Context: an optimization exercise on an open-source flow, tuned for small area. The choices shown serve that exercise and are no tape-out recipe.
In this exercise RTL edits were held to simulation tests only and were not proved equivalent to the original.
No activity file was given, so power comes from the tool's default toggle rates.

==> design/flow/design.v <==
module ahb (
  input wire HCLK,            
  input wire HRESETn,          
  input wire HREADYIN,         
  input wire HSEL,             
  input wire [31:0] HADDR,     
  input wire BUSYn,            
  input wire [31:0] HRDATA_R,  
  input wire [31:0] HWDATA,    
  input wire HWRITE,           
  output wire ENABLE,          
  output wire [1:0] MEM_BA,          
  output wire [11:0] MEM_ADDR, 
  output wire HREADYOUT,       
  output wire HRESP,           
  output wire [31:0] HRDATA,   
  output wire [31:0] MEM_WDATA, 
  output wire W_EN,            
  output wire R_EN             
);
wire i_enable;
assign ENABLE = i_enable;
assign i_enable = HREADYIN & HSEL;
assign MEM_BA = HADDR[13:12];
assign MEM_ADDR[11:0] = HADDR[11:0];
assign HREADYOUT = BUSYn;
assign HRESP = 1'b0;
assign W_EN = HWRITE & i_enable;
assign R_EN = (~HWRITE) & i_enable;
assign HRDATA = HRDATA_R;
assign MEM_WDATA = HWDATA;
endmodule
module cache(
  input wire clk,
  input wire n_rst,
  input wire addr_enable,
  input wire [11:0]addr_in,
  input wire [31:0]data_in,
  input wire write_enable,
  input wire [2:0]write_pointer,
  input wire read_enable,
  input wire [2:0]read_pointer,
  output wire [11:0]addr_out,
  output wire [31:0]data_out
  );
  reg [11:0]address;  
  wire [11:0]nextaddr;  
  reg [31:0]cache0;   
  reg [31:0]cache1;   
  reg [31:0]cache2;   
  reg [31:0]cache3;   
  reg [31:0]cache4;   
  reg [31:0]cache5;   
  reg [31:0]cache6;   
  reg [31:0]cache7;   
  wire [31:0]nextcache0;   
  wire [31:0]nextcache1;   
  wire [31:0]nextcache2;   
  wire [31:0]nextcache3;   
  wire [31:0]nextcache4;   
  wire [31:0]nextcache5;   
  wire [31:0]nextcache6;   
  wire [31:0]nextcache7;   
  always_ff @ (posedge clk,negedge n_rst)
  begin
    if(n_rst == 0)
    begin
      address <= 0;
    end
    else
    begin
      address <= nextaddr;    
    end
  end
  assign nextaddr = (addr_enable == 1'b1) ? addr_in : address;
  assign addr_out = address;    
  always_ff @ (posedge clk,negedge n_rst)
  begin
    if(n_rst == 0)
    begin
      cache0 <= 0;
      cache1 <= 0;
      cache2 <= 0;
      cache3 <= 0;
      cache4 <= 0;
      cache5 <= 0;
      cache6 <= 0;
      cache7 <= 0;
    end
    else
    begin
      cache0 <= nextcache0;
      cache1 <= nextcache1;
      cache2 <= nextcache2;
      cache3 <= nextcache3;
      cache4 <= nextcache4;
      cache5 <= nextcache5;
      cache6 <= nextcache6;
      cache7 <= nextcache7;    
    end
  end
  assign nextcache0 = (write_enable == 1'b0) ? cache0 : (write_pointer == 3'b000) ? data_in : cache0;
  assign nextcache1 = (write_enable == 1'b0) ? cache1 : (write_pointer == 3'b001) ? data_in : cache1;
  assign nextcache2 = (write_enable == 1'b0) ? cache2 : (write_pointer == 3'b010) ? data_in : cache2;
  assign nextcache3 = (write_enable == 1'b0) ? cache3 : (write_pointer == 3'b011) ? data_in : cache3;
  assign nextcache4 = (write_enable == 1'b0) ? cache4 : (write_pointer == 3'b100) ? data_in : cache4;
  assign nextcache5 = (write_enable == 1'b0) ? cache5 : (write_pointer == 3'b101) ? data_in : cache5;
  assign nextcache6 = (write_enable == 1'b0) ? cache6 : (write_pointer == 3'b110) ? data_in : cache6;
  assign nextcache7 = (write_enable == 1'b0) ? cache7 : (write_pointer == 3'b111) ? data_in : cache7;
  assign data_out = (read_enable == 1'b0)? 0 : 
                    (read_pointer == 3'b000) ? cache0 : 
                    (read_pointer == 3'b001) ? cache1 : 
                    (read_pointer == 3'b010) ? cache2 : 
                    (read_pointer == 3'b011) ? cache3 :
                    (read_pointer == 3'b100) ? cache4 :
                    (read_pointer == 3'b101) ? cache5 :
                    (read_pointer == 3'b110) ? cache6 :
                    (read_pointer == 3'b111) ? cache7 : 0;
endmodule
module flex_counter
#( parameter NUM_CNT_BITS = 12
)
(
  input wire clk, n_rst, clear, count_enable,
  input wire [NUM_CNT_BITS-1:0] rollover_val,
  output reg [NUM_CNT_BITS-1:0] count_out,
  output reg rollover_flag
);
  reg [NUM_CNT_BITS-1:0] next_count;
  reg next_flag;
  always_ff @ (posedge clk, negedge n_rst) begin
    if (n_rst == 1'b0) begin
      count_out <= '0;
      rollover_flag <= 1'b0;
    end
    else if (clear == 1'b1) begin
      count_out <= '0;
      rollover_flag <= 1'b0;
    end
    else if (count_enable == 1'b1) begin
      count_out <= next_count;
      rollover_flag <= next_flag;
    end
    else begin
      count_out <= count_out;
    end
  end  
  always_comb begin
    next_count =((count_out == rollover_val) ? 1'b1 : (count_out + 1));
    next_flag = (((count_out + 1) == rollover_val) ? 1'b1 : 1'b0);
  end  
endmodule
module memcontrol
(
  input wire hclk,                     
  input wire nrst,                     
  input wire [1:0] target_ba,          
  input wire [11:0] target_addr,       
  input wire enable,                   
  input wire w_en,                     
  input wire r_en,                     
  input wire [11:0] c_addr_o,          
  input wire rollover_flag,            
  output reg c_addr_en,                
  output reg [11:0] c_addr_i,          
  output reg c_w_en,                   
  output reg [2:0] c_w_addr,           
  output reg c_r_en,                   
  output reg [2:0] c_r_addr,           
  output reg BUSYn,                    
  output reg [1:0] mem_ba,              
  output reg [11:0] mem_addr,          
  output reg mem_cke,                  
  output reg mem_CSn,                  
  output reg mem_RASn,                 
  output reg mem_CASn,                 
  output reg mem_WEn,                  
  output reg [3:0] mem_DQM,                  
  output reg tim_clear,                
  output reg tim_EN,                   
  output reg [11:0] tim_ro_value       
);
  typedef enum logic [5:0] {
    INIT_WAIT0,          
    INIT_WAIT1,          
    INIT_PRE_C,          
    INIT_WAIT2,          
    INIT_AUTO_R1,        
    INIT_WAIT3,          
    INIT_AUTO_R2,        
    INIT_WAIT4,          
    INIT_SET_MODE,       
    INIT_WAIT5,          
    INIT_WAIT6,          
    INIT_WAIT7,          
    ACTIVE_IDLE,         
    RF_PRE_C,            
    RF_AUTO_R,           
    RF_WAIT1,            
    RF_WAIT2,            
    RF_WAIT3,            
    R_CHECK_HIT,         
    R_RELAY_DATA,        
    R_SET_PREP,          
    R_SET_CMD,           
    R_WAIT1,             
    R_WAIT2,             
    R_WAIT3,             
    R_WAIT4,             
    R_WAIT5,             
    R_WAIT6,             
    R_WAIT7,             
    R_WAIT8,             
    R_PRE_C,             
    W_SET_PREP,          
    W_SET_CMD,           
    W_WAIT,              
    W_PRE_C              
  } state_type;
  state_type state;
  state_type nextState;
  reg [2:0] offset;
  reg [2:0] offset_q;             
  reg next_BUSYn;
  always_ff @ (posedge hclk, negedge nrst) begin
    if (nrst == 1'b0) begin
      state <= INIT_WAIT0;
      BUSYn <= 1'b0;
    end
    else begin
    state <= nextState;
    BUSYn <= next_BUSYn;
    end
  end
  always_ff @ (posedge hclk, negedge nrst) begin
    if (nrst == 1'b0)
      offset_q <= 3'b000;
    else if (state == R_CHECK_HIT)
      offset_q <= offset;
  end
  always_comb begin
    nextState = state;
    case (state)
      INIT_WAIT0:
      begin
        nextState = ((rollover_flag == 1'b1)? INIT_WAIT1 : INIT_WAIT0);
      end
      INIT_WAIT1:
      begin
        nextState = INIT_WAIT2;
      end
      INIT_WAIT2:
      begin
        nextState = ((rollover_flag == 1'b1)? INIT_PRE_C: INIT_WAIT2);
      end
      INIT_PRE_C:
      begin
        nextState = INIT_WAIT3;
      end
      INIT_WAIT3:
      begin
        nextState = INIT_AUTO_R1;
      end
      INIT_AUTO_R1:
      begin
        nextState = INIT_WAIT4;
      end
      INIT_WAIT4:
      begin
        nextState = ((rollover_flag == 1'b1)? INIT_AUTO_R2: INIT_WAIT4); 
      end
      INIT_AUTO_R2:
      begin
        nextState = INIT_WAIT5;
      end
      INIT_WAIT5:
      begin
        nextState = ((rollover_flag == 1'b1)? INIT_SET_MODE: INIT_WAIT5);
      end
      INIT_SET_MODE:
      begin
        nextState = INIT_WAIT6;
      end
      INIT_WAIT6:
      begin
        nextState = INIT_WAIT7;
      end
      INIT_WAIT7:
      begin
        nextState = ACTIVE_IDLE;
      end
      ACTIVE_IDLE:
      begin
        if (rollover_flag == 1'b1)
          nextState = RF_PRE_C;
        else if ((w_en == 1'b1) & (r_en == 1'b0) & (enable == 1'b1))
          nextState = W_SET_PREP;
        else if ((w_en == 1'b0) & (r_en == 1'b1) & (enable == 1'b1))
          nextState = R_CHECK_HIT;
        else
          nextState = ACTIVE_IDLE;
      end
      RF_PRE_C:
      begin
        nextState = RF_AUTO_R;
      end
      RF_AUTO_R:
      begin
        nextState = RF_WAIT1;
      end
      RF_WAIT1:
      begin
        nextState = RF_WAIT2;
      end
      RF_WAIT2:
      begin
        nextState = RF_WAIT3;
      end
      RF_WAIT3:
      begin
        nextState = ACTIVE_IDLE;
      end
      R_CHECK_HIT:
      begin
        if (target_addr == c_addr_o)
          nextState = R_RELAY_DATA;
        else if (target_addr == (c_addr_o + 1))
          nextState = R_RELAY_DATA;
        else if (target_addr == (c_addr_o + 2))
          nextState = R_RELAY_DATA;
        else if (target_addr == (c_addr_o + 3))
          nextState = R_RELAY_DATA;
        else if (target_addr == (c_addr_o + 4))
          nextState = R_RELAY_DATA;
        else if (target_addr == (c_addr_o + 5))
          nextState = R_RELAY_DATA;
        else if (target_addr == (c_addr_o + 6))
          nextState = R_RELAY_DATA;
        else if (target_addr == (c_addr_o + 7))
          nextState = R_RELAY_DATA;
        else
          nextState = R_SET_PREP;
      end
      R_RELAY_DATA:
      begin
        nextState = ACTIVE_IDLE;
      end
      R_SET_PREP:
      begin
        nextState = R_SET_CMD;
      end
      R_SET_CMD:
      begin
        nextState = R_WAIT1;
      end
      R_WAIT1:
      begin
        nextState = R_WAIT2;
      end
      R_WAIT2:
      begin
        nextState = R_WAIT3;
      end
      R_WAIT3:
      begin
        nextState = R_WAIT4;
      end
      R_WAIT4:
      begin
        nextState = R_WAIT5;
      end
      R_WAIT5:
      begin
        nextState = R_WAIT6;
      end
      R_WAIT6:
      begin
        nextState = R_WAIT7;
      end
      R_WAIT7:
      begin
        nextState = R_WAIT8;
      end
      R_WAIT8:
      begin
        nextState = R_PRE_C;
      end
      R_PRE_C:
      begin
        nextState = R_RELAY_DATA;
      end
      W_SET_PREP:
      begin
        nextState = W_SET_CMD;
      end
      W_SET_CMD:
      begin
        nextState = W_WAIT;
      end
      W_WAIT:
      begin
        nextState = W_PRE_C;
      end
      W_PRE_C:
      begin
        nextState = ACTIVE_IDLE;
      end
      default:
      begin
        nextState = state;
      end
    endcase 
  end  
  always_comb begin
    mem_ba = target_ba;            
    mem_cke = 1'b1;                
    next_BUSYn = 1'b0;
    c_addr_en = 1'b0;              
    c_addr_i = 12'b000000000000;   
    c_w_en = 1'b0;                
    c_w_addr = 3'b000;
    c_r_en = 1'b0;
    c_r_addr = 3'b000;
    mem_addr = 12'b000000000000;
    mem_CSn = 1'b0;                
    mem_RASn = 1'b1;
    mem_CASn = 1'b1;
    mem_WEn = 1'b1;
    mem_DQM = 4'b1111;
    offset = 0;
    tim_EN = 1'b0;
    tim_clear = 1'b1;
    tim_ro_value = '0;
    case (state)
      INIT_WAIT0:
      begin
        mem_addr = 12'b000000000000;
        mem_cke = 1'b0;
        mem_CSn = 1'b0;
        mem_RASn = 1'b1;
        mem_CASn = 1'b1;
        mem_WEn = 1'b1;
        tim_clear = 1'b0;
        tim_EN = 1'b1;
        tim_ro_value = 2500;
      end
      INIT_WAIT1:
      begin
        mem_addr = 12'b000000000000;
        mem_cke = 1'b1;
        mem_CSn = 1'b0;
        mem_RASn = 1'b1;
        mem_CASn = 1'b1;
        mem_WEn = 1'b1;
        tim_clear = 1'b1;
        tim_EN = 1'b0;
        tim_ro_value = 2500;  
      end
      INIT_WAIT2:
      begin
        mem_addr = 12'b000000000000;
        mem_CSn = 1'b0;
        mem_RASn = 1'b1;
        mem_CASn = 1'b1;
        mem_WEn = 1'b1;
        tim_EN = 1'b1;
        tim_clear = 1'b0;
        tim_ro_value = 2500;    
      end
      INIT_PRE_C:
      begin
        mem_CSn = 1'b0;
        mem_RASn = 1'b0;
        mem_CASn = 1'b1;
        mem_WEn = 1'b0;
        tim_EN = 1'b0;
        tim_clear = 1'b1;    
      end
      INIT_WAIT3:
      begin
        mem_CSn = 1'b0;
        mem_RASn = 1'b1;
        mem_CASn = 1'b1;
        mem_WEn = 1'b1;
      end
      INIT_AUTO_R1:
      begin
        mem_CSn = 1'b0;
        mem_RASn = 1'b0;
        mem_CASn = 1'b0;
        mem_WEn = 1'b1;
        tim_clear = 1'b1;
        tim_EN = 1'b0;
      end
      INIT_WAIT4:
      begin
        mem_CSn = 1'b0;
        mem_RASn = 1'b1;
        mem_CASn = 1'b1;
        mem_WEn = 1'b1;
        tim_clear = 1'b0;
        tim_EN = 1'b1;
        tim_ro_value = 3;
      end
      INIT_AUTO_R2:
      begin
        mem_CSn = 1'b0;
        mem_RASn = 1'b0;
        mem_CASn = 1'b0;
        mem_WEn = 1'b1;
        tim_clear = 1'b1;
        tim_EN = 1'b0;
      end
      INIT_WAIT5:
      begin
        mem_CSn = 1'b0;
        mem_RASn = 1'b1;
        mem_CASn = 1'b1;
        mem_WEn = 1'b1;
        tim_clear = 1'b0;
        tim_EN = 1'b1;
        tim_ro_value = 3;
      end
      INIT_SET_MODE:
      begin
        mem_addr = 12'b001000010011;  
        mem_CSn = 1'b0;
        mem_RASn = 1'b0;
        mem_CASn = 1'b0;
        mem_WEn = 1'b0;
        tim_clear = 1'b1;
        tim_EN = 1'b0;
      end
      INIT_WAIT6:
      begin
        mem_CSn = 1'b0;
        mem_RASn = 1'b1;
        mem_CASn = 1'b1;
        mem_WEn = 1'b1;
        tim_clear = 1'b1;
        tim_EN = 1'b0;
      end
      INIT_WAIT7:
      begin
        mem_CSn = 1'b0;
        mem_RASn = 1'b1;
        mem_CASn = 1'b1;
        mem_WEn = 1'b1;
        tim_clear = 1'b1;
        tim_EN = 1'b0;
        tim_ro_value = 750;
      end
      ACTIVE_IDLE:
      begin
        next_BUSYn = 1'b1;
        tim_clear = 1'b0;
        tim_EN = 1'b1;
        tim_ro_value = 750;
        if (rollover_flag == 1'b1) begin
          next_BUSYn = 1'b0;
          mem_CSn = 1'b0;
          mem_RASn = 1'b0;
          mem_CASn = 1'b0;
          mem_WEn = 1'b1;
          end
        else if (((w_en == 1'b1) | (r_en == 1'b1)) & (enable == 1'b1)) begin
          next_BUSYn = 1'b0;
          mem_CSn = 1'b0;
          mem_RASn = 1'b1;
          mem_CASn = 1'b1;
          mem_WEn = 1'b1;
        end
        else begin
          next_BUSYn = 1'b1;
          mem_CSn = 1'b0;
          mem_RASn = 1'b1;
          mem_CASn = 1'b1;
          mem_WEn = 1'b1;
          end
      end
      RF_PRE_C:
      begin
        mem_CSn = 1'b0;
        mem_RASn = 1'b0;
        mem_CASn = 1'b1;
        mem_WEn = 1'b0;
        tim_clear = 1'b1;
        tim_EN = 1'b0;
      end
      RF_AUTO_R:
      begin
        mem_CSn = 1'b0;
        mem_RASn = 1'b0;
        mem_CASn = 1'b0;
        mem_WEn = 1'b1;
        tim_clear = 1'b1;
        tim_EN = 1'b0;
      end
      RF_WAIT1:
      begin
        mem_CSn = 1'b0;
        mem_RASn = 1'b1;
        mem_CASn = 1'b1;
        mem_WEn = 1'b1;
        tim_clear = 1'b1;
        tim_EN = 1'b0;
      end
      RF_WAIT2:
      begin
        mem_CSn = 1'b0;
        mem_RASn = 1'b1;
        mem_CASn = 1'b1;
        mem_WEn = 1'b1;
        tim_clear = 1'b1;
        tim_EN = 1'b0;
      end
      RF_WAIT3:
      begin
        mem_CSn = 1'b0;
        mem_RASn = 1'b1;
        mem_CASn = 1'b1;
        mem_WEn = 1'b1;
        tim_clear = 1'b1;
        tim_EN = 1'b0;
        tim_ro_value = 750;
      end
      R_CHECK_HIT:
      begin
        offset = 0;
        mem_addr = 12'b000000000000;
        mem_CSn = 1'b0;
        mem_RASn = 1'b1;
        mem_CASn = 1'b1;
        mem_WEn = 1'b1;
        if (target_addr == c_addr_o) begin
          offset = 0;
        end else if (target_addr == (c_addr_o + 1)) begin
          offset = 1;
        end else if (target_addr == (c_addr_o + 2)) begin
          offset = 2;
        end else if (target_addr == (c_addr_o + 3)) begin
          offset = 3;
        end else if (target_addr == (c_addr_o + 4)) begin
          offset = 4;
        end else if (target_addr == (c_addr_o + 5)) begin
          offset = 5;
        end else if (target_addr == (c_addr_o + 6)) begin
          offset = 6;
        end else if (target_addr == (c_addr_o + 7)) begin
          offset = 7;
        end
        if(nextState == R_RELAY_DATA) begin
          next_BUSYn = 1'b1;
        end
      end
      R_RELAY_DATA:
      begin
        next_BUSYn = 1'b1;
        c_r_en = 1'b1;
        c_r_addr = offset_q;
      end
      R_SET_PREP:
      begin
        mem_addr = target_addr;
        mem_CSn = 1'b0;
        mem_RASn = 1'b0;
        mem_CASn = 1'b1;
        mem_WEn = 1'b1;
      end
      R_SET_CMD:
      begin
        mem_addr = target_addr;
        mem_CSn = 1'b0;
        mem_RASn = 1'b1;
        mem_CASn = 1'b0;
        mem_WEn = 1'b1;
      end
      R_WAIT1:
      begin
        mem_addr = target_addr;
        c_w_en = 1'b1;
        c_w_addr = 3'b000;
        c_addr_i = target_addr;
        c_addr_en = 1'b1;
        mem_CSn = 1'b0;
        mem_RASn = 1'b1;
        mem_CASn = 1'b1;
        mem_WEn = 1'b1;
      end
      R_WAIT2:
      begin
        c_w_en = 1'b1;
        c_w_addr = 3'b001;
        c_addr_i = 12'b000000000000;
        c_addr_en = 1'b0;
        mem_CSn = 1'b0;
        mem_RASn = 1'b1;
        mem_CASn = 1'b1;
        mem_WEn = 1'b1;
      end
      R_WAIT3:
      begin
        c_w_en = 1'b1;
        c_w_addr = 3'b010;
        mem_CSn = 1'b0;
        mem_RASn = 1'b1;
        mem_CASn = 1'b1;
        mem_WEn = 1'b1;
      end
      R_WAIT4:
      begin
        c_w_en = 1'b1;
        c_w_addr = 3'b011;
        mem_CSn = 1'b0;
        mem_RASn = 1'b1;
        mem_CASn = 1'b1;
        mem_WEn = 1'b1;
      end
      R_WAIT5:
      begin
        c_w_en = 1'b1;
        c_w_addr = 3'b100;
        mem_CSn = 1'b0;
        mem_RASn = 1'b1;
        mem_CASn = 1'b1;
        mem_WEn = 1'b1;
      end
      R_WAIT6:
      begin
        c_w_en = 1'b1;
        c_w_addr = 3'b101;
        mem_CSn = 1'b0;
        mem_RASn = 1'b1;
        mem_CASn = 1'b1;
        mem_WEn = 1'b1;
      end
      R_WAIT7:
      begin
        c_w_en = 1'b1;
        c_w_addr = 3'b110;
        mem_CSn = 1'b0;
        mem_RASn = 1'b1;
        mem_CASn = 1'b1;
        mem_WEn = 1'b1;
      end
      R_WAIT8:
      begin
        c_w_en = 1'b1;
        c_w_addr = 3'b111;
        mem_CSn = 1'b0;
        mem_RASn = 1'b1;
        mem_CASn = 1'b1;
        mem_WEn = 1'b0;
      end
      R_PRE_C:
      begin
        next_BUSYn = 1'b1;
        mem_CSn = 1'b0;
        mem_RASn = 1'b0;
        mem_CASn = 1'b1;
        mem_WEn = 1'b0;
      end
      W_SET_PREP:
      begin
        mem_addr = target_addr;
        mem_CSn = 1'b0;
        mem_RASn = 1'b0;
        mem_CASn = 1'b1;
        mem_WEn = 1'b1;
      end
      W_SET_CMD:
      begin
        mem_addr = target_addr;
        mem_CSn = 1'b0;
        mem_RASn = 1'b1;
        mem_CASn = 1'b0;
        mem_WEn = 1'b0;
      end
      W_WAIT:
      begin
        next_BUSYn = 1'b1;
        mem_CSn = 1'b0;
        mem_RASn = 1'b1;
        mem_CASn = 1'b1;
        mem_WEn = 1'b0;
      end
      W_PRE_C:
      begin
        next_BUSYn = 1'b1;
        mem_CSn = 1'b0;
        mem_RASn = 1'b0;
        mem_CASn = 1'b1;
        mem_WEn = 1'b0;
      end
    endcase
  end  
endmodule     
module top_mem_ctrl
  (
    input wire HCLK,
    input wire HRESETn,
    input wire [31:0] HADDR,
    input wire [2:0] HBURST,
    input wire [3:0] HPROT,
    input wire [2:0] HSIZE,
    input wire [1:0] HTRANS,
    input wire [31:0] HWDATA,
    input wire HWRITE,
    input wire HREADYIN,
    input wire HSEL,
    output wire [31:0] HRDATA,
    output wire HRESP,
    output wire HREADYOUT,
    input wire [31:0] MEM_RDATA,
    output wire [31:0] MEM_WDATA,
    output wire [11:0] MEM_ADDR,
    output wire [1:0] MEM_BA,
    output wire MEM_CKE,
    output wire MEM_CSn,
    output wire MEM_RASn,
    output wire MEM_CASn,
    output wire MEM_WEn,
    output wire[3:0] MEM_DQM
  );
  wire MEM_CTRL_ENABLE;
  wire MEM_CTRL_W_EN;
  wire MEM_CTRL_R_EN;
  wire MEM_CTRL_BUSYn;
  wire [11:0] MEM_CTRL_ADDR;
  wire MEM_CTRL_REFRESH;
  wire [1:0] MEM_CTRL_BA;
  wire c_addr_en;
  wire [11:0] c_addr_in;
  wire [31:0] c_data_in;
  wire c_w_en;
  wire [2:0] c_w_ptr;
  wire c_r_en;
  wire [2:0] c_r_ptr;
  wire [11:0] c_addr_out;
  wire [31:0] c_data_out;
  wire tim_clear;
  wire tim_EN;
  wire [11:0] tim_ro_value;
  wire [11:0] tim_out;
  wire rollover_flag;
  ahb AHB_SLAVE
  (
    .HCLK(HCLK),
    .HRESETn(HRESETn),
    .HREADYIN(HREADYIN),
    .HSEL(HSEL),
    .HADDR(HADDR),
    .BUSYn(MEM_CTRL_BUSYn),
    .HRDATA_R(c_data_out),
    .HWDATA(HWDATA),
    .HWRITE(HWRITE),
    .ENABLE(MEM_CTRL_ENABLE),
    .MEM_BA(MEM_CTRL_BA),
    .MEM_ADDR(MEM_CTRL_ADDR),
    .HREADYOUT(HREADYOUT),
    .HRESP(HRESP),
    .HRDATA(HRDATA),
    .MEM_WDATA(MEM_WDATA),
    .W_EN(MEM_CTRL_W_EN),
    .R_EN(MEM_CTRL_R_EN)
  );
  cache CACHE
  (
    .clk(HCLK),
    .n_rst(HRESETn),
    .addr_enable(c_addr_en),
    .addr_in(c_addr_in),
    .data_in(MEM_RDATA),
    .write_enable(c_w_en),
    .write_pointer(c_w_ptr),
    .read_enable(c_r_en),
    .read_pointer(c_r_ptr),
    .addr_out(c_addr_out),
    .data_out(c_data_out) 
  );
  flex_counter #(12) INIT_REFRESH_TIMER
  (
    .clk(HCLK),
    .n_rst(HRESETn),
    .clear(tim_clear),
    .count_enable(tim_EN),
    .rollover_val(tim_ro_value),
    .count_out(tim_out),
    .rollover_flag(rollover_flag)
  ); 
  memcontrol MEM_CONTROLLER
  (
    .hclk(HCLK),
    .nrst(HRESETn),
    .target_ba(MEM_CTRL_BA),
    .target_addr(MEM_CTRL_ADDR),
    .enable(MEM_CTRL_ENABLE),
    .w_en(MEM_CTRL_W_EN),
    .r_en(MEM_CTRL_R_EN),
    .c_addr_o(c_addr_out),
    .rollover_flag(rollover_flag),
    .c_addr_en(c_addr_en),
    .c_addr_i(c_addr_in),
    .c_w_en(c_w_en),
    .c_w_addr(c_w_ptr),
    .c_r_en(c_r_en),
    .c_r_addr(c_r_ptr),
    .BUSYn(MEM_CTRL_BUSYn),
    .mem_ba(MEM_BA),
    .mem_addr(MEM_ADDR),
    .mem_cke(MEM_CKE),
    .mem_CSn(MEM_CSn),
    .mem_RASn(MEM_RASn),
    .mem_CASn(MEM_CASn),
    .mem_WEn(MEM_WEn),
    .mem_DQM(MEM_DQM),
    .tim_clear(tim_clear),
    .tim_EN(tim_EN),
    .tim_ro_value(tim_ro_value)
  );
endmodule
==> design/flow/run.sh <==
#!/bin/bash
# synth_recipe.tcl (not shown) runs the flow's synth.tcl, then flattens the netlist and writes it again
# the make line also repeats each setting of config.mk as NAME=value (left out here)
make -C /OpenROAD-flow-scripts/flow DESIGN_CONFIG=/design/flow/config.mk WORK_HOME=/design/flow/orfs CLKGATE_MAP_FILE= SYNTH_SCRIPT=/design/flow/synth_recipe.tcl finish
==> design/flow/config.mk <==
export PLATFORM = sky130hd
export DESIGN_NAME = top_mem_ctrl
export DESIGN_NICKNAME = top_mem_ctrl
export VERILOG_FILES = /design/flow/design.v
export SDC_FILE = /design/flow/constraint.sdc
export NUM_CORES = 4
export LEC_CHECK = 0
export CAP_MARGIN = 20
export CORE_MARGIN = 2
export CORE_UTILIZATION = 40
export SLEW_MARGIN = 20
==> design/flow/constraint.sdc <==
create_clock -name core_clock -period 10.0 [get_ports {HCLK}]
set_input_delay 2.0000 -clock core_clock [delete_from_list [all_inputs] [get_ports {HCLK}]]
set_output_delay 2.0000 -clock core_clock [all_outputs]
set_load 0.01 [all_outputs]
==> results_dict.tcl <==
set metrics [dict create \
    initial_utilization_pct 40.5 \
    synth_area_leaders "dfrtp_1 47%, mux2_2 19%, a22o_1 3.1%" \
    relSlewSlack_pct 24.7 \
    seqPwrFrac_pct 40.8 \
    report.final.slew_viol_count 0 \
    grt_max_degree 174 \
    cts_buffers 34 \
    grt_first_pass_wirelength_mm 65.3 \
    clock_sinks 291 \
    synth-edff-count 0 \
    status "no timing/DRC/antenna violations" \
    io_pins 202 \
    clk_latency_ps 520 \
    p_leak_nw 7.23 \
    synth_top_cell_by_area "dfrtp_1" \
    num_vias 11400 \
    whs_path_depth 1 \
    gr-usage-all-layers_pct 20.0 \
    finalCoreUtilization_pct 46.2 \
    drt_iter0_markers 664 \
    required_ps 8000 \
    yosys_warnings 3 \
    cts_setup_buffers 0 \
    whs_ps 503 \
    via_per_inst 5.82 \
    avgRoutedWirePerCell_um 21.0 \
    worst-r2r-cell-count 9 \
    fin_crit_ps 6920 \
    netSwitchingFraction_pct 34.9 \
    path_class "flip-flop to output port" \
    htree_levels 2 \
    fin_ws_ps 3080 \
    drc_errors 0 \
    synthDominantCellAreaShare_pct 46.5 \
    startpoint_type "flip-flop" \
    core_area_mm2 0.0386 \
    pwr-share-clk_pct 23.2 \
    ctsHoldBuffers 0 \
    seq_area_mm2 0.00728 \
    skew_ps 18.3 \
    drive_gt1_share_pct 25.5 \
    hold_class "flip-flop to flip-flop" \
    fin_setup_tns_ps 0 \
    pwr-share-comb_pct 36.0 \
    die_area_mm2 0.0407 \
    dpl_worst_slack_ps 3730 \
    fin_crit_sh_pct 69.2 \
    switching_power_mw 1.80 \
    antenna_found_initial 2 \
    synthDistinctLibCells 69 \
    gp_congestion 0.903 \
    final_cells 1959 \
    overflow 0 \
    dp.cells 1898 \
    routed_wl_mm 41.1 \
    tightest_slew_ps 1130 \
    ys_ff_latch 291 \
    areaGrowthSynthToFinish_pct 14.1 \
    grt_pass1_vias 11500 \
    rsz0062_at_grt "false" \
    layout.nets 1538 \
    power_density_mw_per_mm2 290 \
    clock_path_buffers 3 \
    nFillCells 3563 \
    detail-route-antenna-nets 0 \
    die_width_um 202 \
    syn_area_mm2 0.0157 \
    num_rows 72 \
    ir_drop_mv 0.178 \
    avgSynthCellArea_um2 11.2 \
    root_buffer "clkbuf_16" \
    final_cell_mix "290 x dfrtp_1, 271 x mux2_2, 96 x clkdlybuf4s50_1" \
    fmax_mhz 145 \
    final_common_cell "dfrtp_1" \
    first_pass_iters 5 \
    cts_tree "done" \
    netlist_instances 1403 \
    multi_input_area_mm2 0.00765 \
    setup_violations 0 \
    cts_resized 0 \
    die_h_um 202 \
    clk_pin_slew_ps 60 \
    worstSetupEndpointType "output port" \
    drv_cap 0 \
    yosysSeqAreaShare_pct 46.5 \
    synth_flop_cell "dfrtp_1" \
    hold_viol 0 \
    async_reset_ff_share_pct 100 \
    path_max_fanout 57 \
    cp.arrival_ps 4920 \
    io_buffer_count 97 \
    hpwl_mm 24.2 \
    internal-power_mw 3.37 \
]
-- sequential cells by signal, indices dropped and copies added (netlist names) --
register,flops
CACHE.cache0,32
CACHE.cache6,32
CACHE.cache4,32
MEM_CONTROLLER.state,6
CACHE.cache5,32
INIT_REFRESH_TIMER.rollover_flag,1
CACHE.cache3,32
CACHE.cache7,32
MEM_CONTROLLER.offset_q,3
MEM_CONTROLLER.BUSYn,1
INIT_REFRESH_TIMER.count_out,12
CACHE.cache1,32
CACHE.address,12
CACHE.cache2,32
-- cells by family after synthesis --
kind of cell	synth area share, %
flops	46.5
mux	21.1
simple gates	10.3
other cells	0.0480
compound gates	13.0
fa+ha+maj	0.719
buf+inv	4.92
xor+xnor	3.35
-- worst max-delay path: stages, from the launching register on --
cell             delay, ps
dfrtp_1                320
buf_4                  310
nor2b_1                640
nand2_1                170
nor2_1                 230
and3_2                 210
buf_4                  670
nor2b_1                570
a222oi_1               220
a21oi_1                400
clkdlybuf4s50_1        630
-- Yosys cell counts (27+ instances only) --
library cell,instances
a31oi_1,38
o21ai_0,33
clkbuf_1,70
xor2_1,27
a22oi_1,57
xnor2_1,31
nor3_1,55
dfrtp_1,291
nand2_1,65
a22o_1,56
nor2_1,50
buf_4,41
a21oi_1,45
mux2_2,271
nand3_1,29
-- layer usage --
layer | wire length, um | GRT usage (%)
met1 | 19100 | 28.4
met2 | 18800 | 31.1
met3 | 2240 | 4.06
met4 | 908 | 5.44
met5 | 11 | 0
-- area by class of cell --
| cell class | count | share of cell area, % |
|---|---|---|
| Multi-Input combinational cell | 957 | 42.8 |
| Sequential cell | 291 | 40.8 |
| Timing Repair Buffer | 118 | 6.42 |
| Clock buffer | 50 | 5.45 |
| Tap cell | 518 | 3.63 |
| Clock inverter | 10 | 0.561 |
| Inverter | 14 | 0.294 |
| Antenna cell | 1 | 0.0140 |
-- power by group through the flow --
stage	Combinational [mW]	Clock, mW	Sequential [mW]
after floorplan	1.44	0	1.95
after global placement	1.81	0	2.09
after detailed placement	1.85	0	2.13
after CTS	1.86	1.23	2.11
after global routing	2.03	1.28	2.19
final	1.86	1.20	2.11
-- final timing paths --
kind                                         start                   end  slack, ps
min                               CACHE.cache6[26]      CACHE.cache6[26]        500
max reg2reg                       CACHE.address[3]  MEM_CONTROLLER.BUSYn       6350
min in group asynchronous                  HRESETn      CACHE.address[0]       1510
min reg2reg                       CACHE.cache6[26]      CACHE.cache6[26]        500
max in group asynchronous                  HRESETn      CACHE.cache5[18]       7020
max                        MEM_CONTROLLER.state[4]            HRDATA[24]       3080
-- metrics by stage --
step | total power, mW | cell area (um2)
2_1_floorplan | 3.39 | 15700
3_3_place_gp | 3.90 | 16800
3_5_place_dp | 3.97 | 16800
4_1_cts | 5.20 | 17900
5_1_grt | 5.50 | 17900
6_report | 5.17 | 17900

## static timing again, ports no longer ideal
The flow's constraints put no driver on any port. The routed layout listed below was extracted and timed again, unchanged, in two steps. Step 1 (the two cells are an assumption about what drives the block):
set clk [get_ports {HCLK}]
set_driving_cell -lib_cell sky130_fd_sc_hd__clkbuf_16 $clk
set_driving_cell -lib_cell sky130_fd_sc_hd__buf_2 [delete_from_list [all_inputs] $clk]
Step 2 also shifts input and output timing later by t, the mid clock arrival at the registers, as if the neighbouring blocks saw the same clock. Three values: ideal, step 1, step 2; two values: the first two.
t (ns): 0.570
setup slack, ns: 3.085 / 3.028 / 3.598
hold WS [ns]: 0.503 / 0.503 / 0.503
latest minus earliest clock arrival (ns): 0.024 / 0.024
slew at the worst register clock pin (ns): 0.07 / 0.07
After both steps this run still meets setup and hold. The setup slack of this run moves by -0.057 ns with the drivers and by +0.513 ns with both steps.
